From an optimization exercise on the open Yosys and OpenROAD flow, aimed at small area, a short achievable clock period and few clock cycles per item; shortcuts taken in it are not production practice. At most, simulation tests tie the RTL to the original design; equivalence was not proved.

==> wip/lagoon: inputs <==
// Milestone1_convert
module Milestone1_convert (
	input  logic          Clock,
	input  logic          Resetn,
	input  logic          Enable,
	input  logic   [15:0] SRAM_read_data,
	input  logic          redo,
	output logic          SRAM_we_n,
	output logic   [17:0] SRAM_address,
	output logic   [15:0] SRAM_write_data,
	output logic          Finish
);
localparam logic [1:0] T_NONE = 2'd0, T_Y = 2'd1, T_U = 2'd2, T_V = 2'd3;
localparam logic [1:0] K_NONE = 2'd0, K_EVEN = 2'd1, K_ODD = 2'd2, K_HOLD = 2'd3;
localparam logic [2:0] I_NONE = 3'd0, I_HI = 3'd1, I_LO = 3'd2, I_REP = 3'd3, I_PORT = 3'd4;
logic        run;           
logic [3:0]  nph;           
logic [7:0]  nk;            
logic        nlead;         
logic [15:0] y_addr;        
logic [17:0] u_addr;        
logic [17:0] rgb_addr;      
logic [1:0]  tag_a, tag_b, tag_c;    
logic [1:0]  kind_a, kind_b;         
logic        c_even, c_odd, c_hold, c_firv, c_ldv, c_ldu, c_ph2;
logic [2:0]  c_ins_u, c_ins_v;
logic [7:0]  y_lo;                  
logic [7:0]  y_sel;                 
logic [15:0] hu, hv;
logic [7:0]  su [0:5];
logic [7:0]  sv [0:5];
logic [8:0]  up_reg, vp_reg;        
logic [7:0]  b0_save;
function automatic logic [11:0] succ(input logic [3:0] p, input logic [7:0] kk);
	logic [3:0] p2;
	logic [7:0] k2;
	p2 = p + 4'd1;
	k2 = kk;
	if (p == 4'd4) begin
		if (kk == 8'd159) p2 = 4'd5;
		else begin p2 = 4'd0; k2 = kk + 8'd1; end
	end else if (p == 4'd9) begin
		p2 = 4'd0; k2 = 8'd0;
	end
	succ = {p2, k2};
endfunction
function automatic logic [5:0] ins_of(input logic [3:0] p, input logic [7:0] kk);
	logic [2:0] iu, iv;
	iu = I_NONE;
	iv = I_NONE;
	case (p)
	4'd0: begin
		if (kk == 8'd0)        iv = I_PORT;
		else if (kk <= 8'd155) iv = kk[0] ? I_LO : I_HI;
		else if (kk == 8'd159) iv = I_HI;
		else                   iv = I_REP;
	end
	4'd2: begin
		if (kk == 8'd0)        iu = I_PORT;
		else if (kk <= 8'd155) iu = kk[0] ? I_LO : I_HI;
		else if (kk == 8'd159) iu = I_HI;
		else                   iu = I_REP;
		if (kk == 8'd159)      iv = I_REP;
	end
  ...
clock: 14.0 ns
lec_check: 0
cap_margin: 20
core_margin: 2
core_utilization: 40
slew_margin: 20
synth_hierarchical: 1
standard.sh (not shown) runs the stock make flow with config.mk's settings and CLKGATE_MAP_FILE= SYNTH_SCRIPT=/design/flow/synth_recipe.tcl, a recipe that flattens the netlist after the stock synthesis.
==> flow/flow/run.sh <==
#!/bin/bash
# Standard ORFS layout (standard.sh) with two changes in how it is made:
#  - the port buffers are buf_4 cells instead of the buffer ORFS picks
#  - timing repair aims at a setup margin below the design's clock period
# The SDC, clock period and I/O constraints are the standard flow's, unchanged.
set -euo pipefail
bash standard.sh SETUP_SLACK_MARGIN=10.0 "BUFFER_PORTS_ARGS=-buffer_cell sky130_fd_sc_hd__buf_4" finish > orfs_make.log 2>&1
==> inputs of wip/indigo, as changes to wip/lagoon <==
--- a/flow/design.v
+++ b/flow/design.v
@@ -183,21 +183,21 @@
 	4'd0: rd_u = (nk == 8'd0);
 	default: ;
 	endcase
 end
 logic wr;    
 assign wr = (kind_b != K_NONE);
-always_ff @(posedge Clock) begin
-	SRAM_we_n <= ~(run && wr);
-end
 always_ff @(posedge Clock or negedge Resetn) begin
 	if (!Resetn) begin
 		run       <= 1'b0;
 		Finish    <= 1'b0;
+		SRAM_we_n <= 1'b1;
 	end else begin
+		SRAM_we_n <= 1'b1;
 		if (run) begin
+			SRAM_we_n <= ~wr;
 			if (nph == 4'd7 && y_addr == 16'd38400) begin
 				run    <= 1'b0;
 				Finish <= 1'b1;
 			end
 		end else if (Finish) begin
 			if (redo) Finish <= 1'b0;
@@ -301,22 +301,21 @@
 assign te = c_firv ? sv[4] : su[4];
 assign tf = c_firv ? sv[5] : su[5];
 logic [8:0]  t_af, t_be, t_cd;
 assign t_af = {1'b0, ta} + {1'b0, tf};
 assign t_be = {1'b0, tb} + {1'b0, te};
 assign t_cd = {1'b0, tc} + {1'b0, td};
-logic [8:0]  f_p1, f_np2, f_p3, f_np3;
+logic [8:0]  f_p1, f_np2, f_p3;
 always_ff @(posedge Clock) begin
 	f_p1  <= t_af;
 	f_np2 <= ~t_be;
 	f_p3  <= t_cd;
-	f_np3 <= ~t_cd;
 end
 logic [8:0] fm_h, g_h;
 logic       fm_c, g_c;
-fir_sum u_fir (.p1(f_p1), .np2(f_np2), .p3(f_p3), .np3(f_np3), .hi(fm_h), .c(fm_c));
+fir_sum u_fir (.p1(f_p1), .np2(f_np2), .p3(f_p3), .np3(~f_p3), .hi(fm_h), .c(fm_c));
 always_ff @(posedge Clock) begin
 	g_h <= fm_h;
 	g_c <= fm_c;
 end
 logic [8:0] fw;
 assign fw = g_h + {8'd0, g_c};
==> flow/run.sh (new file) <==
#!/bin/bash
# synth_recipe.tcl (not shown) runs the flow's synth.tcl, then flattens the netlist and writes it again
# the make line also repeats each setting of config.mk as NAME=value (left out here)
make -C /OpenROAD-flow-scripts/flow DESIGN_CONFIG=/design/flow/config.mk WORK_HOME=/design/flow/orfs CLKGATE_MAP_FILE= SYNTH_SCRIPT=/design/flow/synth_recipe.tcl finish
removed: flow/flow/run.sh
removed: flow/standard.sh
==> run notes <==
Against wip/indigo, the worst setup slack of wip/lagoon is better by 0.51 ns. Of wip/lagoon and wip/indigo, wip/indigo has the higher first-iteration DRC count (gap about 13%, measured against wip/indigo). In wip/indigo the wire length is higher than in wip/lagoon, by 2.3%. Hold slack: wip/indigo is higher than wip/lagoon (0.011 ns). In wip/indigo the via count is higher than in wip/lagoon, by 2.0%. Maximum frequency: wip/lagoon is larger than wip/indigo (13%). In wip/lagoon the flip-flop and latch count is higher than in wip/indigo, by 9. Against wip/lagoon, the count of clock-buffer cells in the layout of wip/indigo is higher by 4.
Testbench counts of wip/indigo, summed over its fixed seeds: cycles 1,545,808, frames 8.
Function not checked in wip/lagoon: the RTL went through the layout flow alone.

## re-timing with driven ports
The results above use ideal ports. As a check the final layouts listed here were re-extracted and re-timed, cells and wires unchanged.
Step 1: set_driving_cell puts a clkbuf_16 on Clock and a buf_2 on each other input, an assumption about the parent block.
Step 2 times the ports against the registers' clock, not the clock port: input delays grow and output delays shrink by t, the midpoint of the rising clock arrivals with the driver on.
Slacks: no drivers / after step 1 / after step 2; pairs: no drivers / after step 1.
run | t, ns | slack for setup (ns) | hold slack, ns | clock arrival spread, ns | worst slew at a driven data input, ns
wip/lagoon | 0.643 | 10.091 / 10.032 / 10.113 | 0.319 / 0.319 / 0.319 | 0.023 / 0.023 | 0.04
wip/indigo | 0.643 | 9.577 / 9.516 / 9.820 | 0.330 / 0.330 / 0.330 | 0.030 / 0.030 | 0.06
After both steps setup and hold are still met in every run listed.
